From an optimization exercise on the open Yosys and OpenROAD flow, aimed at small area; shortcuts taken in it are not production practice. In this exercise RTL edits were held to simulation tests only and were not proved equivalent to the original. No activity file was given, so power comes from the tool's default toggle rates.

`flow/config.mk`:
```
export PLATFORM = sky130hd
export DESIGN_NAME = apollo_top
export DESIGN_NICKNAME = apollo_top
export VERILOG_FILES = /design/flow/design.v
export SDC_FILE = /design/flow/constraint.sdc
export NUM_CORES = 4
export LEC_CHECK = 0
export CAP_MARGIN = 20
export CORE_MARGIN = 2
export CORE_UTILIZATION = 65
export CTS_CLUSTER_DIAMETER = 80
export CTS_CLUSTER_SIZE = 30
export PLACE_DENSITY = 0.8
export SLEW_MARGIN = 20
```
`flow/constraint.sdc`:
```
create_clock -name core_clock -period 20.0 [get_ports {clk}]
set_input_delay 4.0000 -clock core_clock [delete_from_list [all_inputs] [get_ports {clk}]]
set_output_delay 4.0000 -clock core_clock [all_outputs]
set_load 0.01 [all_outputs]
```
`flow/design.v`:
```
module apollo_top(
	input clk,
	input rst_n,
	input rs232_rx,
	output rs232_tx,
	input [7:0] in_ad_data,
	output out_ad_clk,
	output Sftclk,
	output Lchclk,
	output SDout,
	output test1,
	output test2
);
reg [3:0] rxs;
always @(posedge clk or negedge rst_n)
	if (!rst_n) rxs <= 4'd0;
	else rxs <= {rxs[2:0], rs232_rx};
wire rx_neg = rxs[3] & rxs[2] & ~rxs[1] & ~rxs[0];
reg rx_busy, rx_int;
reg [8:0] rx_cnt;
reg [3:0] rx_num;
reg [7:0] rx_data;
wire rx_cnt_end = (rx_cnt == 9'd364);
always @(posedge clk)
	if (rx_busy && !rx_cnt_end) rx_cnt <= {rx_cnt[7:0], ~(rx_cnt[8] ^ rx_cnt[4])};
	else rx_cnt <= 9'd0;
wire rx_bps = (rx_cnt == 9'd155);	 
wire rx_num9 = rx_num[3] & rx_num[0];
always @(posedge clk or negedge rst_n)
	if (!rst_n) rx_busy <= 1'b0;
	else if (!rx_busy && rx_neg) rx_busy <= 1'b1;
	else if (rx_num9 && rx_bps) rx_busy <= 1'b0;
always @(posedge clk or negedge rst_n)
	if (!rst_n) begin
		rx_num <= 4'd0;
		rx_int <= 1'b0;
	end else if (rx_busy && rx_bps) begin
		if (!rx_num9) begin rx_num <= rx_num + 4'd1; rx_int <= 1'b0; end
		else begin rx_num <= 4'd0; rx_int <= 1'b1; end
	end else rx_int <= 1'b0;
always @(posedge clk)
	if (rx_busy && rx_bps && rx_num != 4'd0 && !rx_num9)
		rx_data <= {rs232_rx, rx_data[7:1]};
wire tx_write;
wire [7:0] tx_in;
reg [2:0] tw;
always @(posedge clk or negedge rst_n)
	if (!rst_n) tw <= 3'b111;
	else tw <= {tw[1:0], tx_write};
wire tx_start = tw[1] & ~tw[2];
reg tx_en, txr;
reg [7:0] tx_data;
reg [3:0] tx_num;
reg [8:0] tx_cnt;
wire tx_num11 = tx_num[3] & tx_num[1] & tx_num[0];
always @(posedge clk or negedge rst_n)
	if (!rst_n) tx_en <= 1'b0;
	else if (tx_start) tx_en <= 1'b1;
	else if (tx_num11) tx_en <= 1'b0;
always @(posedge clk)
	if (tx_start) tx_data <= tx_in;
wire tx_cnt_end = (tx_cnt == 9'd364);
always @(posedge clk)
	if (tx_en && !tx_cnt_end) tx_cnt <= {tx_cnt[7:0], ~(tx_cnt[8] ^ tx_cnt[4])};
	else tx_cnt <= 9'd0;
wire tx_bps = (tx_cnt == 9'd155);
always @(posedge clk or negedge rst_n)
	if (!rst_n) begin
		tx_num <= 4'd0;
		txr <= 1'b1;
	end else if (tx_en) begin
		if (tx_bps) begin
			tx_num <= tx_num + 4'd1;
			case (tx_num)
				4'd0: txr <= 1'b0;
				4'd1: txr <= tx_data[0];
				4'd2: txr <= tx_data[1];
				4'd3: txr <= tx_data[2];
				4'd4: txr <= tx_data[3];
				4'd5: txr <= tx_data[4];
				4'd6: txr <= tx_data[5];
				4'd7: txr <= tx_data[6];
				4'd8: txr <= tx_data[7];
				default: txr <= 1'b1;
			endcase
		end else if (tx_num11) tx_num <= 4'd0;
	end
assign rs232_tx = txr;
localparam S_IDLE = 3'd0, S_RESET = 3'd1, S_ON = 3'd2, S_OFF = 3'd3,
           S_STATUS = 3'd4, S_SILENCE = 3'd5, S_RETURN = 3'd6, S_LEVEL = 3'd7;
reg [3:0] cst;
wire [2:0] cs = cst[2:0];
wire in_ret = cst[3];
reg recv_en, ctr_out, recv_rst_r, p1, tx_write_r, txsel, refresh_r;
reg [1:0] txl;
reg [14:0] out_cnt;
reg [7:0] level_r;
reg [1:0] ssel;	 
wire [7:0] scode_r = (ssel == 2'd3) ? level_r : {6'd0, ssel};
always @(posedge clk or negedge rst_n)
	if (!rst_n) begin
		recv_en <= 1'b0; ctr_out <= 1'b0; recv_rst_r <= 1'b1; level_r <= 8'd100;
		p1 <= 1'b0; cst <= {1'b0, S_IDLE}; txl <= 2'd0; txsel <= 1'b0;
		tx_write_r <= 1'b0; refresh_r <= 1'b0;
	end else if (!in_ret) case (cs)
		S_IDLE:
			if (rx_int)
				case (rx_data)
					8'd1: cst <= {1'b0, S_RESET};
					8'd2: cst <= {1'b0, S_ON};
					8'd3: cst <= {1'b0, S_OFF};
					8'd4: cst <= {1'b0, S_STATUS};
					8'd5: cst <= {1'b0, S_SILENCE};
					8'd6: cst <= {1'b0, S_LEVEL};
					default: cst <= {1'b1, S_IDLE};
				endcase
		S_RESET: begin recv_rst_r <= 1'b0; cst <= {1'b1, S_RESET}; end
		S_ON:    begin recv_en <= 1'b1; cst <= {1'b1, S_ON}; end
		S_OFF:   begin recv_en <= 1'b0; cst <= {1'b1, S_OFF}; end
		S_STATUS: begin
			ctr_out <= 1'b1;
			if (out_cnt == 15'd0) tx_write_r <= 1'b0;
			else if (out_cnt == 15'd3) begin txl <= {recv_en, ctr_out}; txsel <= 1'b0; tx_write_r <= 1'b1; end
			else if (out_cnt == 15'd24978) tx_write_r <= 1'b0;
			else if (out_cnt == 15'd19178) begin txsel <= 1'b1; tx_write_r <= 1'b1; end
			else if (out_cnt == 15'd17894) cst <= {1'b1, S_STATUS};
		end
		S_SILENCE:
			if (rx_int) begin p1 <= (rx_data == 8'd1); cst <= {1'b1, S_SILENCE}; end
		S_LEVEL:
			if (rx_int) begin level_r <= rx_data; cst <= {1'b1, S_LEVEL}; end
		default: cst <= {1'b0, S_IDLE};
	endcase else begin
		if (cs == S_RETURN) cst <= {1'b0, S_IDLE};
		else cst <= {1'b1, S_RETURN};
		case (cs)
			S_RESET:   begin recv_rst_r <= 1'b1; refresh_r <= 1'b1; end
			S_ON:      begin refresh_r <= 1'b1; ctr_out <= 1'b1; txl <= recv_en ? 2'd1 : 2'd2; txsel <= 1'b0; tx_write_r <= 1'b1; end
			S_OFF:     begin refresh_r <= 1'b1; ctr_out <= 1'b1; txl <= recv_en ? 2'd2 : 2'd1; txsel <= 1'b0; tx_write_r <= 1'b1; end
			S_STATUS:  begin txl <= recv_en ? 2'd1 : 2'd2; txsel <= 1'b0; tx_write_r <= 1'b1; end
			S_SILENCE: ctr_out <= p1;
			S_LEVEL:   begin refresh_r <= 1'b1; txl <= 2'd1; txsel <= 1'b0; tx_write_r <= 1'b1; end
			S_RETURN:  tx_write_r <= 1'b0;
			default: ;
		endcase
	end
always @(posedge clk)
	if (!in_ret && cs == S_IDLE && rx_int && rx_data == 8'd4) out_cnt <= 15'd0;
	else if (!in_ret && cs == S_STATUS) out_cnt <= {out_cnt[13:0], ~(out_cnt[14] ^ out_cnt[13])};
always @(posedge clk)
	if (!in_ret)
		case (cs)
			S_RESET: ssel <= 2'd0;
			S_ON: ssel <= 2'd1;
			S_OFF: ssel <= 2'd2;
			S_LEVEL: if (rx_int) ssel <= 2'd3;
			default: ;
		endcase
wire [7:0] recv_in;
wire recv_write;
assign tx_in = ctr_out ? (txsel ? level_r : {6'd0, txl}) : recv_in;
assign tx_write = ctr_out ? tx_write_r : recv_write;
wire ce = recv_en;
wire rrst_n = rst_n & recv_rst_r;
reg [3:0] acnt;
reg [7:0] adout;
always @(posedge clk or negedge rrst_n)
	if (!rrst_n) acnt <= 4'd0;
	else if (ce) acnt <= acnt + 4'd1;
always @(posedge clk or negedge rrst_n)
	if (!rrst_n) adout <= 8'd0;
	else if (ce && acnt == 4'd10) adout <= in_ad_data;
assign out_ad_clk = acnt[3];
wire den = (acnt == 4'd11);	 
wire a13 = (acnt == 4'd13);
wire bdata = adout > level_r;
assign test1 = bdata;
reg [4:0] gcnt;
reg g8;
wire g25 = gcnt[4] & gcnt[3] & gcnt[0];
always @(posedge clk or negedge rrst_n)
	if (!rrst_n) begin gcnt <= 5'd0; g8 <= 1'b0; end
	else if (ce) begin
		if (g25) begin g8 <= ~g8; gcnt <= 5'd0; end
		else gcnt <= gcnt + 5'd1;
	end
wire pe = ce & g25 & ~g8;
wire ne = ce & g25 & g8;
wire g3 = (gcnt == 5'd3);
wire g4 = (gcnt == 5'd4);
wire g11 = (gcnt == 5'd11);
reg [3:0] cdc;
reg clk_low1, cd_en, nh9, nh7;
reg ahead_mid, behind_mid;
wire ahead = ahead_mid & cd_en;
wire behind = behind_mid & cd_en;
wire num8 = ~ahead & ~behind;
wire [3:0] nhm1 = nh9 ? 4'd8 : (nh7 ? 4'd6 : 4'd7);
always @(posedge clk or negedge rrst_n)
	if (!rrst_n) begin cdc <= 4'd0; clk_low1 <= 1'b0; cd_en <= 1'b0; nh9 <= 1'b0; nh7 <= 1'b0; end
	else if (pe) begin
		cdc <= cdc + 4'd1;
		if (cdc == 4'd0) begin clk_low1 <= ~clk_low1; nh9 <= ahead; nh7 <= behind; cd_en <= 1'b0; end
		else if (cdc == 4'd4) clk_low1 <= ~clk_low1;
		else if (cdc == nhm1) begin cd_en <= 1'b1; cdc <= 4'd0; end
	end
reg [3:0] adder, count_num, adder_mid, adder_mid_ahead;
reg add_permit, firstbit;
always @(posedge clk or negedge rrst_n)
	if (!rrst_n) begin
		add_permit <= 1'b0; count_num <= 4'd0; adder <= 4'd0;
		adder_mid <= 4'd4; adder_mid_ahead <= 4'd4; firstbit <= 1'b0;
	end else if (pe) begin
		if (cd_en && num8) begin
			adder_mid_ahead <= adder_mid;
			add_permit <= 1'b1;
			count_num <= count_num + 4'd1;
			firstbit <= bdata;
			adder <= adder + {3'd0, bdata};
		end
		if (!cd_en && add_permit) begin
			if (count_num == 4'd7) begin
				count_num <= 4'd0;
				adder_mid <= adder + {3'd0, bdata};
				adder <= 4'd0;
			end else begin
				count_num <= count_num + 4'd1;
				adder <= adder + {3'd0, bdata};
			end
		end else if (!num8) begin
			add_permit <= 1'b0; count_num <= 4'd0; adder <= 4'd0; adder_mid <= 4'd4; firstbit <= 1'b0;
		end
	end
wire am_lo = (adder_mid != 4'd0) && (adder_mid < 4'd4);
wire am_hi = (adder_mid > 4'd4) && (adder_mid < 4'd8);
wire pd_ahead = (am_lo & ~firstbit) | (am_hi & firstbit)
	| ((adder_mid == 4'd8) & (adder_mid_ahead == 4'd0))
	| ((adder_mid == 4'd0) & (adder_mid_ahead == 4'd8));
wire pd_behind = (am_lo & firstbit) | (am_hi & ~firstbit);
always @(posedge clk or negedge rrst_n)
	if (!rrst_n) begin ahead_mid <= 1'b0; behind_mid <= 1'b0; end
	else if (ne) begin
		ahead_mid <= cd_en & num8 & pd_ahead;
		behind_mid <= cd_en & num8 & pd_behind;
	end
reg bin;
wire syn_neg = g8 & (gcnt == 5'd0) & (cdc == 4'd1);
wire ben = g8 & (gcnt == 5'd1) & (cdc == 4'd1);
always @(posedge clk)
	if (ce && syn_neg) bin <= bdata;
assign test2 = ben;
reg [12:0] wr, k7, k8;
reg fb1;
wire snap = ce & g8 & (gcnt == 5'd9);	 
wire [3:0] nhm2 = nh9 ? 4'd7 : (nh7 ? 4'd5 : 4'd6);
always @(posedge clk)
	if (snap && (cdc == nhm2 || (cdc == 4'd0 && pd_ahead))) k7 <= wr;
always @(posedge clk)
	if (snap && cdc == nhm1) k8 <= wr;
wire [12:0] ksel = (nh7 | nh9) ? k7 : k8;
wire wr_add = ce & a13;
wire wr_sub = ce & ben & ~fb1;
always @(posedge clk or negedge rrst_n)
	if (!rrst_n) begin wr <= 13'd0; fb1 <= 1'b1; end
	else begin
		if (wr_add | wr_sub) wr <= wr + (wr_add ? {5'd0, adout} : ~ksel) + {12'd0, ~wr_add};
		if (ce && ben) fb1 <= 1'b0;
	end
wire [6:0] aver = wr[12:6];
reg [6:0] llv;
reg [7:0] rssi;
reg rflag;
always @(posedge clk or negedge rrst_n)
	if (!rrst_n) llv <= 7'd0;
	else if (ce && ben && !bin) llv <= aver;
always @(posedge clk)
	if (ce && ben && bin) rssi <= {1'b0, aver} - {1'b0, llv};
always @(posedge clk or negedge rrst_n)
	if (!rrst_n) rflag <= 1'b0;
	else if (ce) begin
		if (ben && bin) rflag <= 1'b1;
		else if (g4) rflag <= 1'b0;
	end
reg [511:0] rring;
reg [5:0] rd;
reg rW, rclr;
reg [7:0] rnxt;
wire rpend = (ce & rflag & g3) | rW;
wire rwr = rpend & (rd == 6'd0);
always @(posedge clk)
	rring <= {rring[503:0], rwr ? rssi : (rclr ? 8'd0 : rring[511:504])};
always @(posedge clk or negedge rrst_n)
	if (!rrst_n) begin rd <= 6'd0; rW <= 1'b0; rclr <= 1'b1; rnxt <= 8'd0; end
	else begin
		if (!rwr) rd <= rd - 6'd1;
		if (rd == 6'd1) rclr <= 1'b0;
		rW <= rpend & ~rwr;
		if (rwr) rnxt <= rring[503:496];
	end
reg [14:0] rsum;
always @(posedge clk or negedge rrst_n)
	if (!rrst_n) rsum <= 15'd0;
	else if (ce && rflag && (g3 || g4))
		rsum <= rsum + (g4 ? {7'd0, rssi} : {7'h7f, ~rnxt}) + {14'd0, ~g4};
reg [43:0] bre;	 
reg [43:0] bro;	 
wire [87:0] bbuf;
genvar gi;
generate for (gi = 0; gi < 44; gi = gi + 1) begin : g_bb
	assign bbuf[2*gi] = bre[gi];
	assign bbuf[2*gi+1] = bro[gi];
end endgenerate
reg [6:0] phc;
reg bW, mflag;
wire aligned = (phc == 7'd0);
wire bpush = aligned & (bW | (ce & ben));
always @(posedge clk or negedge rrst_n)
	if (!rrst_n) bre <= 44'd0;
	else bre <= {bro[42:0], bpush ? bin : bro[43]};
always @(posedge clk)
	bro <= bre;
always @(posedge clk or negedge rrst_n)
	if (!rrst_n) begin phc <= 7'd0; bW <= 1'b0; end
	else begin
		if (bpush || (phc[6] & phc[4] & phc[2] & phc[1] & phc[0])) phc <= 7'd0;
		else phc <= phc + 7'd1;
		if (bpush) bW <= 1'b0;
		else if (ce && ben) bW <= 1'b1;
	end
always @(posedge clk)
	if (aligned)
		mflag <= bbuf[87] & bbuf[86] & ~bbuf[85] & ~bbuf[84] & ~bbuf[3] & ~bbuf[2] & bbuf[1] & bbuf[0];
reg dpend_f;	 
always @(posedge clk or negedge rrst_n)
	if (!rrst_n) dpend_f <= 1'b0;
	else if (ce) begin
		if (ben && mflag) dpend_f <= 1'b1;
		else if (g11) dpend_f <= 1'b0;
	end
wire fden = dpend_f & g11;
function [7:0] man;
	input [15:0] d;
	integer k;
	begin
		for (k = 0; k < 8; k = k + 1) man[k] = d[2*k+1] & ~d[2*k];
	end
endfunction
reg ts, ts_r;
reg [12:0] ocnt;
reg [3:0] fcnt;
wire tsp = ts & ~ts_r;
wire oc6000 = (ocnt == 13'd1111);
wire oc50 = (ocnt == 13'd315);
wire [12:0] ocnt_nx = {ocnt[11:0], ~(ocnt[12] ^ ocnt[3] ^ ocnt[2] ^ ocnt[0])};
reg pre50;	 
always @(posedge clk or negedge rrst_n)
	if (!rrst_n) begin ts <= 1'b0; ts_r <= 1'b0; end
	else if (ce) begin
		ts_r <= ts;
		if (fden) ts <= 1'b1;
		else if (fcnt[3]) ts <= 1'b0;
	end
always @(posedge clk)
	if (ce) begin
		if (tsp) begin ocnt <= 13'd0; fcnt <= 4'd0; end
		else if (ts) begin
			if (oc6000) begin ocnt <= 13'd0; fcnt <= fcnt + 4'd1; end
			else ocnt <= ocnt_nx;
		end else begin ocnt <= 13'd0; fcnt <= 4'd0; end
	end
reg [7:0] f_uh, f_ul, f_zid, f_cnt, f_typ, f_rssi;
reg floadW;
wire fload = floadW & aligned & ~bW;
always @(posedge clk or negedge rrst_n)
	if (!rrst_n) floadW <= 1'b0;
	else if (fload) floadW <= 1'b0;
	else if (ce && tsp) floadW <= 1'b1;
always @(posedge clk)
	if (fload) begin
		f_uh <= man(bbuf[84:69]);
		f_ul <= man(bbuf[68:53]);
		f_zid <= man(bbuf[52:37]);
		f_typ <= man(bbuf[36:21]);
		f_cnt <= man(bbuf[20:5]);
	end
always @(posedge clk)
	if (ce && tsp) f_rssi <= rsum[14:7];
reg sent_any;
always @(posedge clk)
	if (ce) begin
		if (tsp || !ts || oc6000) pre50 <= 1'b1;
		else if (oc50) pre50 <= 1'b0;
	end
wire [2:0] idx = fcnt[2:0] - {2'd0, pre50};
reg [7:0] fb;
always @(*)
	case (idx)
		3'd0: fb = 8'hCA;
		3'd1: fb = f_uh;
		3'd2: fb = f_ul;
		3'd3: fb = f_zid;
		3'd4: fb = f_cnt;
		3'd5: fb = f_typ;
		3'd6: fb = f_rssi;
		default: fb = 8'hFE;
	endcase
reg drdy_r;
always @(posedge clk or negedge rrst_n)
	if (!rrst_n) begin sent_any <= 1'b0; drdy_r <= 1'b0; end
	else if (ce) begin
		if (ts && oc50) begin sent_any <= 1'b1; drdy_r <= 1'b1; end
		else drdy_r <= 1'b0;
	end
assign recv_in = sent_any ? fb : 8'd0;
assign recv_write = drdy_r;
localparam B_IDLE = 3'd0, B_SHIFT = 3'd1, B_WJ = 3'd2, B_JUDGE = 3'd3, B_ADD = 3'd4;
reg [2:0] bst;
reg [3:0] shift_time;
reg [7:0] rb;
reg [1:0] b2;
reg [3:0] b1, b0;
reg [9:0] bcd;
always @(posedge clk or negedge rst_n)
	if (!rst_n) bst <= B_IDLE;
	else case (bst)
		B_IDLE: if ((scode_r != 8'd0) && refresh_r) bst <= B_SHIFT;
		B_SHIFT: bst <= B_WJ;
		B_WJ: bst <= cdone ? B_IDLE : B_JUDGE;
		B_JUDGE: bst <= (ge1 | ge0) ? B_ADD : B_SHIFT;
		B_ADD: bst <= B_SHIFT;
		default: bst <= B_IDLE;
	endcase
wire early = shift_time[3] & (shift_time[1] | shift_time[0]);	 
wire cdone = (shift_time == 4'd0);	 
wire ge1 = (b1 >= 4'd5);
wire ge0 = (b0 >= 4'd5);
always @(posedge clk)
	case (bst)
		B_IDLE: begin shift_time <= 4'd10; rb <= scode_r; b2 <= 2'd0; b1 <= 4'd0; b0 <= 4'd0; end
		B_SHIFT: begin
			{b2, b1, b0} <= {b2[0], b1, b0, early ? 1'b0 : rb[7]};
			if (!early) rb <= {rb[6:0], 1'b0};
			shift_time <= shift_time - 4'd1;
		end
		B_ADD: begin
			if (ge1) b1 <= b1 + 4'd3;
			if (ge0) b0 <= b0 + 4'd3;
		end
		default: ;
	endcase
always @(posedge clk or negedge rst_n)
	if (!rst_n) bcd <= 10'd0;
	else if (bst == B_WJ && cdone) bcd <= {b2, b1, b0};
reg db;	 
reg [5:0] dq;
reg lch;
reg [1:0] dpy_n;
reg [3:0] dig;
wire dq_end = db ? (dq[5] & dq[3]) : (dq[5] & dq[2] & dq[0]);	 
always @(posedge clk or negedge rst_n)
	if (!rst_n) begin db <= 1'b1; dq <= 6'd36; end
	else if (dq_end) begin db <= ~db; dq <= 6'd0; end
	else dq <= dq + 6'd1;
always @(posedge clk or negedge rst_n)
	if (!rst_n) lch <= 1'b0;
	else if (db && dq == 6'd35) lch <= 1'b1;
	else if (db && dq == 6'd39) lch <= 1'b0;
always @(posedge clk or negedge rst_n)
	if (!rst_n) dpy_n <= 2'd0;
	else if (db && dq == 6'd36 && lch) dpy_n <= dpy_n + 2'd1;
always @(posedge clk or negedge rst_n)
	if (!rst_n) dig <= 4'd0;
	else if (!db && dq == 6'd34)
		case (dpy_n)
			2'd0: dig <= bcd[3:0];
			2'd1: dig <= bcd[7:4];
			2'd2: dig <= {2'd0, bcd[9:8]};
			default: dig <= 4'd0;
		endcase
reg [7:0] seg;
always @(*)
	case (dig)
		4'd0: seg = 8'b1100_0000;
		4'd1: seg = 8'b1111_1001;
		4'd2: seg = 8'b1010_0100;
		4'd3: seg = 8'b1011_0000;
		4'd4: seg = 8'b1001_1001;
		4'd5: seg = 8'b1001_0010;
		4'd6: seg = 8'b1000_0010;
		4'd7: seg = 8'b1111_1000;
		4'd8: seg = 8'b1000_0000;
		default: seg = 8'b1001_0000;
	endcase
reg [2:0] bi;	 
always @(*)
	case (dq[5:2])
		4'd0, 4'd1: bi = 3'd7;
		4'd2: bi = 3'd6;
		4'd3: bi = 3'd5;
		4'd4: bi = 3'd4;
		4'd5: bi = 3'd3;
		4'd6: bi = 3'd2;
		4'd7: bi = 3'd1;
		default: bi = 3'd0;
	endcase
wire [7:0] sel_byte = {4'd0, dpy_n == 2'd0, dpy_n == 2'd1, dpy_n == 2'd2, dpy_n == 2'd3};
assign Sftclk = (dq[1] ^ dq[0]) & (dq[5:2] != 4'd0) & (dq[5:2] != 4'd9);
assign Lchclk = lch;
assign SDout = db ? seg[bi] : sel_byte[bi];
endmodule
```
`flow/run.sh`:
```
#!/bin/bash
# synth_recipe.tcl (not shown) runs the flow's synth.tcl, then flattens the netlist and writes it again
# the make line also repeats each setting of config.mk as NAME=value (left out here)
make -C /OpenROAD-flow-scripts/flow DESIGN_CONFIG=/design/flow/config.mk WORK_HOME=/design/flow/orfs CLKGATE_MAP_FILE= SYNTH_SCRIPT=/design/flow/synth_recipe.tcl finish
```
==> flow_metrics.py, run 1 <==
metrics = {
    "final_layout": {
        "finalNonFillerCells": 2933,
        "utilization_pct": 70.4,
        "fin_area_sq_um": 32000,
        "layout.nets": 2410,
        "final_cell_mix": "dfxtp_1, dfrtp_1, nand2_1",
        "diodes": 0,
        "drive_above_1_share_pct": 6.77,
        "layout_commonest_cell": "dfxtp_1",
        "area_growth_pct": 6.48,
    },
    "clock_network": {
        "cts_tree": "yes",
        "post_cts_resized": 0,
        "numCtsBuffers": 39,
        "cts_hold_buffers": 0,
        "post_cts_buffers": 0,
        "clockBufferDepth": 3,
        "path_clk_slew_ps": 100,
        "clock-root-buffer": "clkbuf_16",
        "htree_levels": 2,
        "clkSinkCount": 954,
        "clk_latency_ps": 600,
    },
    "power_and_ir_drop": {
        "power_frac_seq_pct": 66.7,
        "internal_power_mw": 2.36,
        "p_clk_share_pct": 32.5,
        "combPwrFrac_pct": 0.7,
        "post-layout-total-power_mw": 2.94,
        "p_sw_share_pct": 19.9,
        "leakage_nw": 12.9,
        "p_sw_uw": 587,
        "vdd_drop_max_mv": 0.121,
        "power_per_cell_area_nw_per_um2": 92.0,
    },
    "synthesis": {
        "ys_types": 79,
        "ys_seq_area_share_pct": 72.1,
        "synth_top_area_share_pct": 39.2,
        "ys_top_cells_by_area": "dfxtp_1, dfrtp_1, edfxtp_1",
        "yosys_warnings": 1,
        "netlist_instances": 2300,
        "syn-cell-area_sq_um": 30100,
        "synthFlopType": "dfxtp_1",
        "synthArstFlopShare_pct": 23.4,
        "synth_edf_count": 142,
        "synth.net_count": 2403,
        "post-synth-top-area-cell": "dfxtp_1",
        "syn_avg_cell_area_sq_um": 13.1,
        "ys_ff_latch": 954,
    },
    "hold_path": {
        "min_path_type": "flip-flop to flip-flop",
    },
    "sta": {
        "fin_ws_ps": 12620,
        "finalSetupViolations": 0,
        "worstMarginPinSlew_ps": 945,
        "rsz0062_at_grt": "false",
        "fmax_ghz": 0.136,
        "setup-tns-final_ps": 0,
        "period_share_pct": 36.9,
        "finalCriticalPeriod_ps": 7380,
        "finalHoldViolCount": 0,
        "maxSlewHeadroom_pct": 36.7,
        "fin_skew_ps": 23.2,
        "hold_slack_ps": 324,
        "slew_viol_final": 0,
    },
    "global_route": {
        "grt_overflow_total": 0,
        "grt_max_degree": 68,
        "grt_usage_pct": 22.2,
        "grt_pass1_wl_um": 85400,
        "first_global_vias": 16500,
        "antenna_found_initial": 0,
    },
    "placed_design": {
        "gp_congestion": 0.902,
        "dp_hpwl_um": 32300,
        "dp.cells": 2866,
        "placed_area_sq_um": 30800,
        "post-place-ws_ps": 13260,
        "port_buffers": 17,
    },
    "floorplan": {
        "dieArea_sq_um": 48000,
        "num_rows": 78,
        "core_area_sq_um": 45500,
        "initial_core_util_pct": 66.1,
        "die_w_um": 219,
        "die_y_um": 219,
        "io_pins": 18,
    },
    "drt": {
        "drtIter0Drc": 1514,
        "wirelength_um": 51900,
        "wire_per_inst_um": 17.7,
        "ant_nets": 0,
        "dr.pass1.iters": 7,
        "drc": 0,
        "via_per_inst": 5.61,
        "vias": 16400,
    },
    "worst_setup_path": {
        "cp_max_fo": 8,
        "cp-start-kind": "flip-flop",
        "cp.required_ps": 16000,
        "cp-end-kind": "output pin",
        "arrival_ps": 3380,
        "crit_type": "flip-flop to output pin",
    },
    "status": {
        "status": "finished clean",
    },
    "flow_run": {
        "drv_cap": 0,
    },
}
==> worst paths after layout <==
check                      cells past startpoint                    to                   start  slack, ps
setup / recovery                              10                 SDout         dq[2]$_DFF_PN1_      12620
hold / removal                                 0    rring[324]$_DFF_P_      rring[316]$_DFF_P_        320
setup reg to reg                              15  rsum[12]$_DFFE_PN0P_     gcnt[0]$_DFFE_PN0P_      15900
hold reg to reg                                0    rring[324]$_DFF_P_      rring[316]$_DFF_P_        320
max in group asynchronous                      4     bre[34]$_DFF_PN0_                   rst_n      14320
min in group asynchronous                      1  adout[7]$_DFFE_PN0P_  recv_rst_r$_DFFE_PN1P_        580
==> power groups by stage <==
stage | Combinational [mW] | Clock, mW | Sequential (mW)
after floorplan | 0.0143 | 0 | 2.00
after global placement | 0.0207 | 0 | 2.01
after detailed placement | 0.0222 | 0 | 2.01
after CTS | 0.0223 | 0.979 | 1.96
after global routing | 0.0250 | 1.04 | 1.97
final | 0.0217 | 0.957 | 1.96
==> per-layer routing <==
| layer | share of wire [%] | vias up | GRT usage (%) | routed length (um) |
|---|---|---|---|---|
| met3 | 4.6 | 103 | 3.26 | 2380 |
| li1 | - | 7849 | - | - |
| met4 | 2.7 | 0 | 6.82 | 1390 |
| met2 | 49 | 443 | 37.3 | 25400 |
| met5 | 0 | - | 0 | 0 |
| met1 | 44 | 8053 | 30.3 | 22700 |
==> area by class of cell <==
type	count	area (sq um)
tap	600	751
sequential	954	21700
multi-input combinational	1200	7840
clock inverter	10	109
fill	2922	13500
clock buffer	57	1060
timing repair buffer	33	285
inverter	79	297
==> registers in the layout (all words and copies together) (netlist names), 9 cells and up, named ones only <==
signal   flops
wr          13
rsum        15
rx_cnt       9
rring      512
bre         44
k8          13
ocnt        13
out_cnt     15
bcd         10
bro         44
tx_cnt       9
k7          13
==> critical path, stage by stage, from the launching register on <==
cell and delay [ps]:
dfstp_2 630, inv_1 100, ha_1 280, nand2_1 70, a21oi_1 410, xnor2_1 120, o211ai_1 190, nand3_1 100
a21o_1 170, a31oi_1 160, clkdlybuf4s50_1 550
==> synth_stat cells, drive strengths merged (21+ instances only) <==
library cell	count
a21oi	86
and2	34
clkbuf	47
dfrtp	208
dfxtp	589
edfxtp	142
ha	87
inv	79
mux2	53
nand2	201
nand2b	27
nand3	43
nor2	128
nor2b	58
nor3	21
o21ai	136
xnor2	36
xor2	29
==> cell families after synthesis <==
| family | share of synthesized area [%] |
|---|---|
| DFF | 72.1 |
| and+or+nand+nor | 10.0 |
| AOI/OAI and AO/OA | 7.44 |
| buffers and inverters | 1.92 |
| adders and majority gates | 3.99 |
| muxes | 2.67 |
| xor gates and xnor gates | 1.92 |
==> run 2: changes to the inputs <==
--- a/flow/config.mk
+++ b/flow/config.mk
@@ -8,7 +8,7 @@
 export CAP_MARGIN = 20
 export CORE_MARGIN = 2
-export CORE_UTILIZATION = 65
+export CORE_UTILIZATION = 55
 export CTS_CLUSTER_DIAMETER = 80
 export CTS_CLUSTER_SIZE = 30
-export PLACE_DENSITY = 0.8
+export PLACE_DENSITY = 0.7
 export SLEW_MARGIN = 20
==> run 2 against run 1 <==
  * Still clean on timing, DRC and antenna
  * Wire length fell by 6.5%
  * Utilization is 11 points lower
  * Non-clock buffer count did not move
  * Largest power group unchanged
==> flow_metrics.py, run 2 <==
metrics = {
    "status": {
        "status": "finished clean",
    },
    "final_layout": {
        "layout_commonest_cell": "dfxtp_1",
        "final_cell_mix": "dfxtp_1, dfrtp_1, nand2_1",
        "diodes": 0,
        "largest-register": "rring",
        "layout.nets": 2412,
        "drive_above_1_share_pct": 7.01,
        "reg.largest.list": "rring: 512 flops, bre: 44 flops, bro: 44 flops",
        "fillCellCount": 4111,
        "fin_area_sq_um": 32300,
        "finalNonFillerCells": 3036,
        "area_growth_pct": 7.37,
        "utilization_pct": 59.8,
        "largest_reg_flops": 512,
    },
    "drt": {
        "dr.pass1.iters": 5,
        "wirelength_um": 48500,
        "ant_nets": 0,
        "drc": 0,
        "wire_per_inst_um": 16.0,
        "vias": 15900,
        "via_per_inst": 5.25,
        "drtIter0Drc": 1192,
    },
    "sta": {
        "fmax_ghz": 0.135,
        "slew_viol_final": 0,
        "finalSetupViolations": 0,
        "worstMarginPinSlew_ps": 913,
        "fin_ws_ps": 12600,
        "hold_slack_ps": 314,
        "rsz0062_at_grt": "false",
        "finalHoldViolCount": 0,
        "period_share_pct": 37.0,
        "finalCriticalPeriod_ps": 7400,
        "fin_skew_ps": 28.4,
        "setup-tns-final_ps": 0,
        "maxSlewHeadroom_pct": 38.9,
    },
    "placed_design": {
        "post-place-ws_ps": 12780,
        "gp_congestion": 0.824,
        "dp_hpwl_um": 31800,
        "placed_area_sq_um": 30900,
        "dp.cells": 2961,
        "port_buffers": 17,
    },
    "synthesis": {
        "synth_edf_count": 142,
        "synthArstFlopShare_pct": 23.4,
        "yosys_warnings": 1,
        "synthFlopType": "dfxtp_1",
        "syn_avg_cell_area_sq_um": 13.1,
        "ys_seq_area_share_pct": 72.1,
        "synth.most_common_cell": "dfxtp_1",
        "syn-cell-area_sq_um": 30100,
        "netlist_instances": 2300,
        "ys_top_cells_by_area": "dfxtp_1, dfrtp_1, edfxtp_1",
        "ys_types": 79,
        "post-synth-top-area-cell": "dfxtp_1",
        "ys_ff_latch": 954,
        "synth_top_area_share_pct": 39.2,
        "synth.net_count": 2403,
        "ys_top_cells_by_count": "dfxtp_1, dfrtp_1, nand2_1, edfxtp_1, o21ai_0",
    },
    "floorplan": {
        "core_area_sq_um": 53900,
        "initial_core_util_pct": 55.7,
        "die_y_um": 238,
        "num_rows": 85,
        "dieArea_sq_um": 56500,
        "io_pins": 18,
        "die_w_um": 238,
    },
    "clock_network": {
        "path_clk_slew_ps": 100,
        "post_cts_buffers": 0,
        "cts_tree": "yes",
        "htree_levels": 2,
        "post_cts_resized": 0,
        "clockBufferDepth": 3,
        "clock-root-buffer": "clkbuf_16",
        "numCtsBuffers": 41,
        "clk_latency_ps": 600,
        "cts_hold_buffers": 0,
        "clkSinkCount": 954,
    },
    "hold_path": {
        "min_path_type": "flip-flop to flip-flop",
        "hold_path_depth": 0,
    },
    "power_and_ir_drop": {
        "leakage_nw": 13.0,
        "post-layout-total-power_mw": 3.00,
        "vdd_drop_max_mv": 0.0979,
        "power_per_cell_area_nw_per_um2": 92.9,
    },
    "worst_setup_path": {
        "cp-start-kind": "flip-flop",
        "ff2ff_path_depth": 16,
        "arrival_ps": 3400,
        "cp.required_ps": 16000,
        "cp_max_fo": 8,
        "crit_type": "flip-flop to output pin",
        "cp-end-kind": "output pin",
    },
    "global_route": {
        "first_global_vias": 15800,
        "antenna_found_initial": 4,
        "grt_usage_pct": 17.6,
        "grt_overflow_total": 0,
        "grt_max_degree": 79,
        "grt_pass1_wl_um": 80700,
    },
    "flow_run": {
        "drv_cap": 0,
    },
}
run 2: worst max-delay path, cell delays in order (launching register included):
cell and delay [ps]:
dfstp_2 630, inv_1 110, ha_1 290, nand2_1 60
a21oi_1 420, xnor2_1 120, o211ai_1 180, nand3_1 90
a21o_1 160, a31oi_1 170, clkdlybuf4s50_1 570
run 2: path summary, 6_finish.rpt:
path                                         from                    to  slack [ps]
max in group asynchronous                   rst_n     bre[25]$_DFF_PN0_       13950
setup reg to reg              gcnt[0]$_DFFE_PN0P_  rsum[14]$_DFFE_PN0P_       16020
setup / recovery                  dq[2]$_DFF_PN1_                 SDout       12600
hold / removal                 rring[304]$_DFF_P_    rring[312]$_DFF_P_         310
min in group asynchronous  recv_rst_r$_DFFE_PN1P_     bre[12]$_DFF_PN0_         450
hold reg to reg                rring[304]$_DFF_P_    rring[312]$_DFF_P_         310
run 2: cells by family (layout without fill, tap and decap cells):
| logic type | count (synthesis) | after routing | share of synthesized area, % |
|---|---|---|---|
| flops | 954 | 954 | 72.1 |
| buf+inv | 146 | 186 | 1.92 |
| fa+ha+maj | 93 | 93 | 3.99 |
| xor+xnor | 65 | 65 | 1.92 |
| compound gates | 366 | 366 | 7.44 |
| mux | 71 | 71 | 2.67 |
| simple gates | 605 | 605 | 10.0 |
run 2: final cells by class:
type	instances	area, sq um	area share, %
inverter	79	297	0.919
timing repair buffer	33	293	0.907
clock buffer	62	1150	3.55
sequential	954	21700	67.1
tap	696	871	2.70
clock inverter	12	173	0.535
multi-input combinational	1200	7830	24.3
run 2: layer usage:
| layer | vias to the layer above | part of all wire, % | GRT usage, % | routed length (um) |
|---|---|---|---|---|
| li1 | 7864 | - | - | - |
| met1 | 7737 | 48 | 24.9 | 23200 |
| met2 | 254 | 46 | 28.4 | 22400 |
| met3 | 74 | 3.5 | 2.51 | 1720 |
| met4 | 2 | 2.4 | 5.24 | 1160 |
| met5 | - | 0.033 | 0 | 16 |
run 2: report_power, final:
group / total (mW) / internal (mW) / switching [mW]
Combinational: 0.0219 / 0.0124 / 0.00948
Clock: 1.01 / 0.423 / 0.588
Sequential: 1.96 / 1.96 / 0.00785
==> run 3: changes to the inputs <==
--- a/flow/design.v
+++ b/flow/design.v
@@ -312,17 +312,18 @@
 end endgenerate
 reg [6:0] phc;
-reg bW, mflag;
+reg bW, mflag, bclr;
 wire aligned = (phc == 7'd0);
 wire bpush = aligned & (bW | (ce & ben));
-always @(posedge clk or negedge rrst_n)
-	if (!rrst_n) bre <= 44'd0;
-	else bre <= {bro[42:0], bpush ? bin : bro[43]};
+wire phc_end = phc[6] & phc[4] & phc[2] & phc[1] & phc[0];	 
+always @(posedge clk)
+	bre <= {bro[42:0], bpush ? bin : (bro[43] & ~bclr)};
 always @(posedge clk)
 	bro <= bre;
 always @(posedge clk or negedge rrst_n)
-	if (!rrst_n) begin phc <= 7'd0; bW <= 1'b0; end
+	if (!rrst_n) begin phc <= 7'd0; bW <= 1'b0; bclr <= 1'b1; end
 	else begin
-		if (bpush || (phc[6] & phc[4] & phc[2] & phc[1] & phc[0])) phc <= 7'd0;
+		if (bpush || phc_end) phc <= 7'd0;
 		else phc <= phc + 7'd1;
+		if (phc_end) bclr <= 1'b0;
 		if (bpush) bW <= 1'b0;
 		else if (ce && ben) bW <= 1'b1;
@@ -330,5 +331,5 @@
 always @(posedge clk)
 	if (aligned)
-		mflag <= bbuf[87] & bbuf[86] & ~bbuf[85] & ~bbuf[84] & ~bbuf[3] & ~bbuf[2] & bbuf[1] & bbuf[0];
+		mflag <= ~bclr & bbuf[87] & bbuf[86] & ~bbuf[85] & ~bbuf[84] & ~bbuf[3] & ~bbuf[2] & bbuf[1] & bbuf[0];
 reg dpend_f;	 
 always @(posedge clk or negedge rrst_n)
--- a/flow/config.mk
+++ b/flow/config.mk
@@ -8,7 +8,7 @@
 export CAP_MARGIN = 20
 export CORE_MARGIN = 2
-export CORE_UTILIZATION = 55
+export CORE_UTILIZATION = 65
 export CTS_CLUSTER_DIAMETER = 80
 export CTS_CLUSTER_SIZE = 30
-export PLACE_DENSITY = 0.7
+export PLACE_DENSITY = 0.8
 export SLEW_MARGIN = 20
==> run 3 against run 2 <==
  * Still clean
  * Sequential share of layout area down 0.19 points
  * Flip-flop and latch count grew 1
  * Non-clock buffer count is 4 lower
  * Clock skew rose by 1.5 ps
  * Count of clock-buffer cells in the layout is 10 lower
  * Global-route usage is 4.7 points higher
  * Die area is 15% lower
  * Utilization is 11 points higher
  * Critical path type unchanged
  * Critical endpoint unchanged
==> flow_metrics.py, run 3 <==
metrics = {
    "synthesis": {
        "syn_avg_cell_area_sq_um": 12.8,
        "yosys_warnings": 1,
        "ys_types": 84,
        "synth_edf_count": 142,
        "synth_top_area_share_pct": 42.2,
        "ys_ff_latch": 955,
        "synth.net_count": 2441,
        "syn-cell-area_sq_um": 30000,
        "ys_top_cells_by_count": "dfxtp_1, nand2_1, dfrtp_1, edfxtp_1, nor2_1",
        "netlist_instances": 2337,
        "synthArstFlopShare_pct": 18.8,
        "synth.most_common_cell": "dfxtp_1",
        "ys_top_cells_by_area": "dfxtp_1, edfxtp_1, dfrtp_1",
        "synthFlopType": "dfxtp_1",
        "post-synth-top-area-cell": "dfxtp_1",
        "ys_seq_area_share_pct": 71.5,
    },
    "sta": {
        "period_share_pct": 38.1,
        "finalSetupViolations": 0,
        "slew_viol_final": 0,
        "fmax_ghz": 0.131,
        "worstMarginPinSlew_ps": 938,
        "hold_slack_ps": 330,
        "rsz0062_at_grt": "false",
        "fin_skew_ps": 29.8,
        "finalCriticalPeriod_ps": 7610,
        "setup-tns-final_ps": 0,
        "maxSlewHeadroom_pct": 37.2,
        "finalHoldViolCount": 0,
    },
    "final_layout": {
        "largest_reg_flops": 512,
        "diodes": 0,
        "largest-register": "rring",
        "final_cell_mix": "dfxtp_1, nand2_1, dfrtp_1",
        "area_growth_pct": 6.81,
        "utilization_pct": 70.5,
        "reg.largest.list": "rring: 512 flops, bre: 44 flops, bro: 44 flops",
        "layout_commonest_cell": "dfxtp_1",
        "layout.nets": 2450,
        "drive_above_1_share_pct": 6.75,
        "fin_area_sq_um": 32100,
    },
    "placed_design": {
        "dp_hpwl_um": 31800,
        "gp_congestion": 0.848,
        "port_buffers": 17,
        "placed_area_sq_um": 30800,
    },
    "clock_network": {
        "cts_hold_buffers": 0,
        "clock-root-buffer": "clkbuf_16",
        "numCtsBuffers": 41,
        "clk_latency_ps": 610,
        "cts_tree": "yes",
        "post_cts_buffers": 0,
        "clkSinkCount": 955,
        "path_clk_slew_ps": 100,
        "post_cts_resized": 0,
        "htree_levels": 2,
        "clockBufferDepth": 3,
    },
    "drt": {
        "via_per_inst": 5.53,
        "dr.pass1.iters": 6,
        "wirelength_um": 51300,
        "wire_per_inst_um": 17.3,
        "ant_nets": 0,
        "vias": 16400,
        "drc": 0,
        "drtIter0Drc": 1512,
    },
    "hold_path": {
        "min_path_type": "flip-flop to flip-flop",
    },
    "worst_setup_path": {
        "crit_type": "flip-flop to output pin",
        "cp-end-kind": "output pin",
        "cp.required_ps": 16000,
        "cp-start-kind": "flip-flop",
        "cp_max_fo": 8,
        "arrival_ps": 3610,
    },
    "power_and_ir_drop": {
        "power_per_cell_area_nw_per_um2": 93.2,
        "leakage_nw": 12.9,
        "vdd_drop_max_mv": 0.114,
    },
    "floorplan": {
        "io_pins": 18,
        "dieArea_sq_um": 47900,
        "core_area_sq_um": 45500,
        "num_rows": 78,
        "initial_core_util_pct": 66.0,
        "die_y_um": 219,
        "die_w_um": 219,
    },
    "status": {
        "status": "finished clean",
    },
    "global_route": {
        "grt_pass1_wl_um": 85300,
        "first_global_vias": 16500,
        "antenna_found_initial": 0,
        "grt_overflow_total": 0,
        "grt_max_degree": 79,
        "grt_usage_pct": 22.3,
    },
    "flow_run": {
        "drv_cap": 0,
    },
}
-- run 3: worst max-delay path, stage by stage, from the launching register on --
cell and delay [ps]:
dfstp_2 640, inv_1 100, ha_1 190, or2_2 310
a21oi_1 260, mux2_2 360, a211o_1 290, a31o_1 210
a22o_1 190, clkdlybuf4s50_1 480
-- run 3: per-layer routing --
layer  global-route usage, %  share of wire [%]  routed length [um]  vias up
met3                    3.88                5.0                2570       83
met5                       0                  0                   0        -
met1                    31.2                 45               23300     7972
met4                    5.86                2.2                1110        0
li1                        -                  -                   -     7977
met2                    36.3                 47               24300      396
-- run 3: logic make-up after synthesis --
| family | count (synthesis) | synth area share (%) |
|---|---|---|
| simple gates | 658 | 11.1 |
| compound gates | 359 | 7.26 |
| xor+xnor | 62 | 1.81 |
| fa+ha+maj | 93 | 4.00 |
| buf+inv | 150 | 2.07 |
| mux | 60 | 2.28 |
| flops | 955 | 71.5 |
-- run 3: per-stage QoR --
| stage | cells | total power, mW | setup WS [ps] |
|---|---|---|---|
| floorplan | 2337 | 2.02 | 12440 |
| finish | 2969 | 2.99 | 12390 |
| detailed placement | 2902 | 2.03 | 13000 |
| CTS | 2968 | 3.01 | 12330 |
| global route | 2969 | 3.08 | 12150 |
| global placement | 2902 | 2.03 | 13020 |
-- run 3: worst paths after layout --
path,slack (ps),end,startpoint,depth (start not counted)
max,12390,SDout,dq[2]$_DFF_PN1_,9
min,330,rring[434]$_DFF_P_,rring[426]$_DFF_P_,0
max reg2reg,15710,rsum[14]$_DFFE_PN0P_,gcnt[0]$_DFFE_PN0P_,14
min reg2reg,330,rring[434]$_DFF_P_,rring[426]$_DFF_P_,0
max in group asynchronous,15280,adder[1]$_DFFE_PN0P_,rst_n,3
min in group asynchronous,550,rd[3]$_DFFE_PN0N_,recv_rst_r$_DFFE_PN1P_,1
-- run 3: area by class of cell --
| cell class | count | area (sq um) |
|---|---|---|
| Fill cell | 3047 | 13400 |
| Inverter | 87 | 327 |
| Timing Repair Buffer | 29 | 263 |
| Sequential cell | 955 | 21500 |
| Clock inverter | 14 | 188 |
| Clock buffer | 52 | 1110 |
| Tap cell | 600 | 751 |
| Multi-Input combinational cell | 1232 | 7970 |
-- run 3: power by group --
| part | switching, mW | internal (mW) | leakage (nW) |
|---|---|---|---|
| sequential | 0.00824 | 1.96 | 8.70 |
| combinational | 0.00955 | 0.0123 | 3.62 |
| clock | 0.586 | 0.415 | 0.625 |
==> run 4: changes to the inputs <==
--- a/flow/design.v
+++ b/flow/design.v
@@ -191,5 +191,7 @@
 wire g11 = (gcnt == 5'd11);
 reg [3:0] cdc;
-reg clk_low1, cd_en, nh9, nh7;
+reg clk_low1, nh9, nh7;
+reg fb1;	 
+wire cd_en = (cdc == 4'd0) & ~fb1;
 reg ahead_mid, behind_mid;
 wire ahead = ahead_mid & cd_en;
@@ -198,10 +200,10 @@
 wire [3:0] nhm1 = nh9 ? 4'd8 : (nh7 ? 4'd6 : 4'd7);
 always @(posedge clk or negedge rrst_n)
-	if (!rrst_n) begin cdc <= 4'd0; clk_low1 <= 1'b0; cd_en <= 1'b0; nh9 <= 1'b0; nh7 <= 1'b0; end
+	if (!rrst_n) begin cdc <= 4'd0; clk_low1 <= 1'b0; nh9 <= 1'b0; nh7 <= 1'b0; end
 	else if (pe) begin
 		cdc <= cdc + 4'd1;
-		if (cdc == 4'd0) begin clk_low1 <= ~clk_low1; nh9 <= ahead; nh7 <= behind; cd_en <= 1'b0; end
+		if (cdc == 4'd0) begin clk_low1 <= ~clk_low1; nh9 <= ahead; nh7 <= behind; end
 		else if (cdc == 4'd4) clk_low1 <= ~clk_low1;
-		else if (cdc == nhm1) begin cd_en <= 1'b1; cdc <= 4'd0; end
+		else if (cdc == nhm1) cdc <= 4'd0;
 	end
 reg [3:0] adder, count_num, adder_mid, adder_mid_ahead;
@@ -251,5 +253,4 @@
 assign test2 = ben;
 reg [12:0] wr, k7, k8;
-reg fb1;
 wire snap = ce & g8 & (gcnt == 5'd9);	 
 wire [3:0] nhm2 = nh9 ? 4'd7 : (nh7 ? 4'd5 : 4'd6);
@@ -354,5 +355,4 @@
 wire oc50 = (ocnt == 13'd315);
 wire [12:0] ocnt_nx = {ocnt[11:0], ~(ocnt[12] ^ ocnt[3] ^ ocnt[2] ^ ocnt[0])};
-reg pre50;	 
 always @(posedge clk or negedge rrst_n)
 	if (!rrst_n) begin ts <= 1'b0; ts_r <= 1'b0; end
@@ -364,9 +364,17 @@
 always @(posedge clk)
 	if (ce) begin
-		if (tsp) begin ocnt <= 13'd0; fcnt <= 4'd0; end
+		if (tsp) ocnt <= 13'd0;
 		else if (ts) begin
-			if (oc6000) begin ocnt <= 13'd0; fcnt <= fcnt + 4'd1; end
+			if (oc6000) ocnt <= 13'd0;
 			else ocnt <= ocnt_nx;
-		end else begin ocnt <= 13'd0; fcnt <= 4'd0; end
+		end else ocnt <= 13'd0;
+	end
+always @(posedge clk or negedge rrst_n)
+	if (!rrst_n) fcnt <= 4'd8;
+	else if (ce) begin
+		if (tsp) fcnt <= 4'd0;
+		else if (ts) begin
+			if (oc6000) fcnt <= fcnt + 4'd1;
+		end else fcnt <= 4'd0;
 	end
 reg [7:0] f_uh, f_ul, f_zid, f_cnt, f_typ, f_rssi;
@@ -387,14 +395,7 @@
 always @(posedge clk)
 	if (ce && tsp) f_rssi <= rsum[14:7];
-reg sent_any;
-always @(posedge clk)
-	if (ce) begin
-		if (tsp || !ts || oc6000) pre50 <= 1'b1;
-		else if (oc50) pre50 <= 1'b0;
-	end
-wire [2:0] idx = fcnt[2:0] - {2'd0, pre50};
 reg [7:0] fb;
 always @(*)
-	case (idx)
+	case (fcnt[2:0])
 		3'd0: fb = 8'hCA;
 		3'd1: fb = f_uh;
@@ -408,10 +409,7 @@
 reg drdy_r;
 always @(posedge clk or negedge rrst_n)
-	if (!rrst_n) begin sent_any <= 1'b0; drdy_r <= 1'b0; end
-	else if (ce) begin
-		if (ts && oc50) begin sent_any <= 1'b1; drdy_r <= 1'b1; end
-		else drdy_r <= 1'b0;
-	end
-assign recv_in = sent_any ? fb : 8'd0;
+	if (!rrst_n) drdy_r <= 1'b0;
+	else if (ce) drdy_r <= ts && oc50;
+assign recv_in = fcnt[3] ? 8'd0 : fb;
 assign recv_write = drdy_r;
 localparam B_IDLE = 3'd0, B_SHIFT = 3'd1, B_WJ = 3'd2, B_JUDGE = 3'd3, B_ADD = 3'd4;
==> run 4 against run 3 <==
  * Count of clock-buffer cells in the layout decreased by 2
  * Non-clock buffer count decreased by 1
  * Die area decreased by 0.88%
  * Largest cell class unchanged
  * Largest power group unchanged
==> flow_metrics.py, run 4 <==
metrics = {
    "final_layout": {
        "reg.largest.list": "rring: 512 flops, bre: 44 flops, bro: 44 flops",
        "area_growth_pct": 6.69,
        "layout.nets": 2396,
        "utilization_pct": 70.1,
        "largest-register": "rring",
        "drive_above_1_share_pct": 6.27,
        "fin_area_sq_um": 31700,
        "final_cell_mix": "dfxtp_1, nand2_1, dfrtp_1",
        "layout_commonest_cell": "dfxtp_1",
        "finalNonFillerCells": 2912,
        "diodes": 0,
        "largest_reg_flops": 512,
    },
    "sta": {
        "finalHoldViolCount": 0,
        "fin_ws_ps": 12430,
        "period_share_pct": 37.8,
        "rsz0062_at_grt": "false",
        "setup-tns-final_ps": 0,
        "fmax_ghz": 0.132,
        "worstMarginPinSlew_ps": 946,
        "fin_skew_ps": 23.0,
        "finalCriticalPeriod_ps": 7570,
        "slew_viol_final": 0,
        "maxSlewHeadroom_pct": 36.1,
        "finalSetupViolations": 0,
        "hold_slack_ps": 328,
    },
    "power_and_ir_drop": {
        "post-layout-total-power_mw": 2.96,
        "internal_power_mw": 2.36,
        "p_sw_uw": 600,
        "p_sw_share_pct": 20.3,
        "vdd_drop_max_mv": 0.0848,
        "p_clk_share_pct": 33.1,
        "combPwrFrac_pct": 0.8,
        "power_per_cell_area_nw_per_um2": 93.3,
        "power_frac_seq_pct": 66.1,
        "leakage_nw": 12.8,
    },
    "floorplan": {
        "dieArea_sq_um": 47500,
        "initial_core_util_pct": 65.7,
        "die_w_um": 218,
        "num_rows": 78,
        "io_pins": 18,
        "core_area_sq_um": 45300,
        "die_y_um": 218,
    },
    "drt": {
        "drtIter0Drc": 1072,
        "drc": 0,
        "wirelength_um": 49600,
        "via_per_inst": 5.53,
        "dr.pass1.iters": 5,
        "vias": 16100,
        "wire_per_inst_um": 17.0,
        "ant_nets": 0,
    },
    "placed_design": {
        "placed_area_sq_um": 30500,
        "post-place-ws_ps": 13060,
        "port_buffers": 17,
        "dp_hpwl_um": 31800,
        "gp_congestion": 0.877,
        "dp.cells": 2847,
    },
    "synthesis": {
        "yosys_warnings": 1,
        "synth_xor_area_share_pct": 1.62,
        "synth_top_family_by_area": "simple AND/OR/NAND/NOR gates",
        "ys_ff_latch": 952,
        "synth_edf_count": 137,
        "ys_seq_area_share_pct": 71.8,
        "netlist_instances": 2273,
        "ys_top_cells_by_area": "dfxtp_1, dfrtp_1, edfxtp_1",
        "syn-cell-area_sq_um": 29800,
        "synthFlopType": "dfxtp_1",
        "ys_types": 87,
        "post-synth-top-area-cell": "dfxtp_1",
        "synth_top_area_share_pct": 42.6,
        "syn_avg_cell_area_sq_um": 13.1,
        "synthArstFlopShare_pct": 19.1,
        "synth_fa_ha_area_share_pct": 4.16,
        "ys_top_cells_by_count": "dfxtp_1, nand2_1, dfrtp_1, edfxtp_1, nor2_1",
        "synthSimpleGateAreaFrac_pct": 10.1,
        "synthMuxAreaShare_pct": 2.53,
        "synth.net_count": 2379,
        "synth-compound-area-share_pct": 7.97,
        "synth.most_common_cell": "dfxtp_1",
    },
    "clock_network": {
        "post_cts_resized": 0,
        "clkSinkCount": 952,
        "htree_levels": 2,
        "cts_tree": "yes",
        "post_cts_buffers": 0,
        "numCtsBuffers": 41,
        "clock-root-buffer": "clkbuf_16",
        "cts_hold_buffers": 0,
        "clockBufferDepth": 3,
        "clk_latency_ps": 600,
        "path_clk_slew_ps": 110,
    },
    "worst_setup_path": {
        "cp-start-kind": "flip-flop",
        "crit_buf_inv": 2,
        "cp-end-kind": "output pin",
        "slowest_delay_ps": 640,
        "crit_family": "compound AO/OA/AOI/OAI gates",
        "cp.required_ps": 16000,
        "cp_max_fo": 9,
        "arrival_ps": 3570,
        "crit_type": "flip-flop to output pin",
        "cp_slowest_cell": "dfstp_2",
        "worstPathCellList": "inv_2, ha_1, nor2b_1, a211oi_4, mux2i_1, o211ai_1, nor4bb_1, a2bb2oi_1, clkdlybuf4s50_1",
    },
    "global_route": {
        "first_global_vias": 16000,
        "grt_max_degree": 69,
        "antenna_found_initial": 0,
        "grt_usage_pct": 21.5,
        "grt_overflow_total": 0,
        "grt_pass1_wl_um": 82100,
    },
    "hold_path": {
        "min_path_type": "flip-flop to flip-flop",
    },
    "flow_run": {
        "drv_cap": 0,
    },
    "status": {
        "status": "finished clean",
    },
}
==> run 4: final timing paths <==
path,cells past startpoint,to,slack (ps),start
worst max-delay path,9,SDout,12430,dq[2]$_DFF_PN1_
worst min-delay path,0,rring[17]$_DFF_P_,330,rring[9]$_DFF_P_
worst max register to register,14,rsum[14]$_DFFE_PN0P_,15860,gcnt[0]$_DFFE_PN0P_
worst min register to register,0,rring[17]$_DFF_P_,330,rring[9]$_DFF_P_
max in group asynchronous,4,adder[1]$_DFFE_PN0P_,14330,rst_n
min in group asynchronous,1,adout[0]$_DFFE_PN0P_,740,recv_rst_r$_DFFE_PN1P_
==> run 4: logic make-up after synthesis <==
kind of cell	Yosys count
compound gates	374
xor+xnor	55
fa+ha+maj	96
buf+inv	131
flops	952
mux	68
simple gates	597
==> run 4: worst register-to-register path: cells and delay by family, from the launching register on <==
family          cells  cell delay [ps]
fa+ha+maj           3              840
mux                 1              240
xor+xnor            1              140
simple gates        2              520
flops               1              490
compound gates      4             1070
buf+inv             3              800
==> run 4: layer usage <==
layer	up-vias	wire length [um]	GRT usage, %
met5	-	0	0
met4	0	1150	5.83
met3	76	2260	3.79
met2	330	23400	34.6
met1	7857	22900	30.6
li1	7849	-	-
==> run 4: area by class of cell <==
type / count / area [sq um]
multi-input combinational: 1190 / 7860
timing repair buffer: 28 / 248
clock buffer: 50 / 1060
fill: 3042 / 13500
inverter: 77 / 289
tap: 600 / 751
clock inverter: 15 / 171
sequential: 952 / 21400
==> run 4: power by group through the flow <==
stage                     Combinational [mW]  Clock (mW)  Sequential [mW]
after floorplan                       0.0142           0             2.00
after global placement                0.0213           0             2.00
after detailed placement              0.0229           0             2.00
after CTS                             0.0230        1.00             1.96
after global routing                  0.0254        1.07             1.96
final                                 0.0226       0.981             1.96
==> run 5: changes to the inputs <==
==> flow/flow/run.sh (new file) <==
#!/bin/bash
# The standard layout (the standard.sh: standard synthesis, floorplan,
# placement, CTS, routing, finish) with one change: clock tree synthesis
# gets the same clustering as config.mk but inserts no dummy loads.
set -e
export CTS_ARGS="-sink_clustering_enable -repair_clock_nets -sink_clustering_size 30 -sink_clustering_max_diameter 80 -dont_use_dummy_load"
bash standard.sh > standard.log 2>&1
==> flow/standard.sh (new file) <==
#!/bin/bash
# synth_recipe.tcl (not shown) runs the flow's synth.tcl, then flattens the netlist and writes it again
# the make line also repeats each setting of config.mk as NAME=value (left out here)
make -C /OpenROAD-flow-scripts/flow DESIGN_CONFIG=/design/flow/config.mk WORK_HOME=/design/flow/orfs CLKGATE_MAP_FILE= SYNTH_SCRIPT=/design/flow/synth_recipe.tcl "${@:-finish}"
removed: flow/run.sh
==> run 5 against run 4 <==
  * Synthesized cell count stayed put
  * Hold slack worse by 13 ps
  * Utilization is 0.45 points lower
  * Die area stayed put
  * Maximum frequency is 0.15% higher
  * Clock skew is 27 ps higher
  * Critical path type unchanged
==> flow_metrics.py, run 5 <==
metrics = {
    "worst_setup_path": {
        "cp.required_ps": 16000,
        "cp_max_fo": 9,
        "crit_type": "flip-flop to output pin",
        "cp-startpoint": "dq[2]$_DFF_PN1_",
        "arrival_ps": 3560,
        "cp-end-kind": "output pin",
        "crit_buf_inv": 2,
        "crit_family": "compound AO/OA/AOI/OAI gates",
        "cp-start-kind": "flip-flop",
        "ff2ff_path_depth": 14,
        "rrSetupSlack_ps": 15840,
        "worstPathCellList": "inv_2, ha_1, nor2b_1, a211oi_4, mux2i_1, o211ai_1, nor4bb_1, a2bb2oi_1, clkdlybuf4s50_1",
        "cp-endpoint": "SDout",
        "cp_slowest_cell": "dfstp_2",
        "crit_cells": 9,
        "reg2reg_to": "rsum[14]$_DFFE_PN0P_",
        "reg2reg_from": "gcnt[0]$_DFFE_PN0P_",
        "slowest_delay_ps": 630,
    },
    "synthesis": {
        "ys_types": 87,
        "syn-cell-area_sq_um": 29800,
        "synth_edf_count": 137,
        "post-synth-top-area-cell": "dfxtp_1",
        "synth.net_count": 2379,
        "synth_top_area_share_pct": 42.6,
        "ys_seq_area_share_pct": 71.8,
        "ys_top_cells_by_count": "dfxtp_1, nand2_1, dfrtp_1, edfxtp_1, nor2_1",
        "ys_top_cells_by_area": "dfxtp_1, dfrtp_1, edfxtp_1",
        "netlist_instances": 2273,
        "ys_ff_latch": 952,
        "yosys_warnings": 1,
        "synthFlopType": "dfxtp_1",
        "syn_avg_cell_area_sq_um": 13.1,
        "synth.most_common_cell": "dfxtp_1",
        "synthArstFlopShare_pct": 19.1,
    },
    "final_layout": {
        "reg.largest.list": "rring: 512 flops, bre: 44 flops, bro: 44 flops",
        "layout_commonest_cell": "dfxtp_1",
        "final_cell_mix": "dfxtp_1, nand2_1, dfrtp_1",
        "finalNonFillerCells": 2888,
        "multi_input_area_sq_um": 7860,
        "largest-register": "rring",
        "largest_reg_flops": 512,
        "drive_above_1_share_pct": 5.68,
        "area_growth_pct": 6.00,
        "seq_area_sq_um": 21400,
        "fillCellCount": 3065,
        "diodes": 0,
        "fin_area_sq_um": 31500,
        "layout.nets": 2396,
    },
    "sta": {
        "fin_skew_ps": 50.2,
        "finalCriticalPeriod_ps": 7560,
        "setup-tns-final_ps": 0,
        "period_share_pct": 37.8,
        "rsz0062_at_grt": "false",
        "slew_viol_final": 0,
        "fmax_ghz": 0.132,
        "worstMarginPinSlew_ps": 997,
        "finalHoldViolCount": 0,
        "maxSlewHeadroom_pct": 32.6,
        "finalSetupViolations": 0,
    },
    "placed_design": {
        "placed_area_sq_um": 30500,
        "port_buffers": 17,
        "dp.cells": 2847,
        "dp_hpwl_um": 31800,
        "gp_congestion": 0.877,
    },
    "clock_network": {
        "htree_levels": 2,
        "clock-root-buffer": "clkbuf_16",
        "cts_tree": "yes",
        "numCtsBuffers": 41,
        "clockBufferDepth": 3,
        "path_clk_slew_ps": 100,
        "clk_latency_ps": 600,
        "post_cts_resized": 0,
        "cts_hold_buffers": 0,
        "post_cts_buffers": 0,
        "clkSinkCount": 952,
    },
    "drt": {
        "wire_per_inst_um": 17.1,
        "via_per_inst": 5.58,
        "ant_nets": 0,
        "vias": 16100,
        "drtIter0Drc": 1029,
        "wirelength_um": 49400,
        "dr.pass1.iters": 7,
        "drc": 0,
    },
    "floorplan": {
        "num_rows": 78,
        "io_pins": 18,
        "die_w_um": 218,
        "core_area_sq_um": 45300,
        "die_y_um": 218,
        "dieArea_sq_um": 47500,
        "initial_core_util_pct": 65.7,
    },
    "flow_run": {
        "drv_cap": 0,
    },
    "global_route": {
        "first_global_vias": 16000,
        "grt_pass1_wl_um": 82100,
        "antenna_found_initial": 0,
        "grt_usage_pct": 21.5,
        "grt_overflow_total": 0,
        "grt_max_degree": 69,
    },
    "hold_path": {
        "min_path_type": "flip-flop to flip-flop",
        "hold_path_depth": 0,
    },
    "power_and_ir_drop": {
        "post-layout-total-power_mw": 2.88,
        "vdd_drop_max_mv": 0.0916,
        "leakage_nw": 12.7,
        "power_per_cell_area_nw_per_um2": 91.4,
    },
    "status": {
        "status": "finished clean",
    },
}
run 5: cell counts after synthesis:
Identical to the previous run, type by type.
run 5: worst min path at each step:
stage	from	endpoint	slack (ps)
finish	rring[249]$_DFF_P_	rring[257]$_DFF_P_	310
global route	rring[313]$_DFF_P_	rring[321]$_DFF_P_	320
CTS	rring[249]$_DFF_P_	rring[257]$_DFF_P_	310
detailed placement	rring[253]$_DFF_P_	rring[261]$_DFF_P_	310
global placement	rring[113]$_DFF_P_	rring[121]$_DFF_P_	310
floorplan	bre[2]$_DFF_P_	bro[2]$_DFF_P_	310
run 5: power by group:
part / internal [mW] / leakage (nW) / switching (mW)
clock: 0.370 / 0.505 / 0.532
sequential: 1.95 / 8.71 / 0.00826
combinational: 0.0124 / 3.47 / 0.0103
run 5: metrics by stage:
stage	worst slack [ps]	util, %	hold slack, ps
floorplan	12380	-	310
global placement	13200	67.3	310
detailed placement	13060	67.4	312
CTS	12430	69.6	311
global route	12180	69.6	317
finish	12440	69.6	314
run 5: cells by family (layout without fill, tap and decap cells):
kind of cell | Yosys count | count (layout) | synth area share [%]
simple gates | 597 | 597 | 10.1
mux | 68 | 68 | 2.53
flops | 952 | 952 | 71.8
fa+ha+maj | 96 | 96 | 4.16
buf+inv | 131 | 146 | 1.84
compound gates | 374 | 374 | 7.97
xor+xnor | 55 | 55 | 1.62
run 5: layout make-up:
cell class / instances / share of cell area [%]
Clock buffer: 41 / 3.25
Multi-Input combinational cell: 1190 / 24.9
Sequential cell: 952 / 67.7
Inverter: 77 / 0.917
Timing Repair Buffer: 28 / 0.786
Tap cell: 600 / 2.38
run 5: per-layer routing:
metal / up-vias / global-route usage (%) / part of all wire [%]
met5: - / 0 / 0
met4: 0 / 6.03 / 2.5
met3: 87 / 3.79 / 4.7
met2: 355 / 34.7 / 47
met1: 7849 / 30.2 / 46
li1: 7817 / - / -

[afterwards: timing with drivers on the ports]
The flow's constraints put no driver on any port. The routed layouts listed below were extracted and timed again, unchanged, in two steps.
Step 1 sets driving cells, clkbuf_16 on the clock port and buf_2 on the other inputs (assumed; they add their load-dependent delay and slew).
Step 2 adds t to the input delays and takes it off the output delays; t is the mean of the earliest and latest rising clock arrival at the registers after step 1. Input paths then give back, and output paths get back, about the clock's delay inside the block.
Three values: ideal ports, drivers, drivers and shift; two values: the first two.
run	t, ns	setup WS [ns]	hold slack, ns	clock arrival spread, ns
run 1	0.645	12.621 / 12.564 / 13.209	0.324 / 0.324 / 0.324	0.027 / 0.027
run 2	0.651	12.600 / 12.543 / 13.195	0.314 / 0.314 / 0.314	0.046 / 0.045
run 3	0.656	12.386 / 12.329 / 12.985	0.330 / 0.330 / 0.330	0.030 / 0.030
run 4	0.647	12.431 / 12.374 / 13.021	0.328 / 0.328 / 0.328	0.027 / 0.026
run 5	0.629	12.442 / 12.385 / 13.014	0.314 / 0.314 / 0.314	0.061 / 0.061
After both steps every run listed still meets setup and hold.
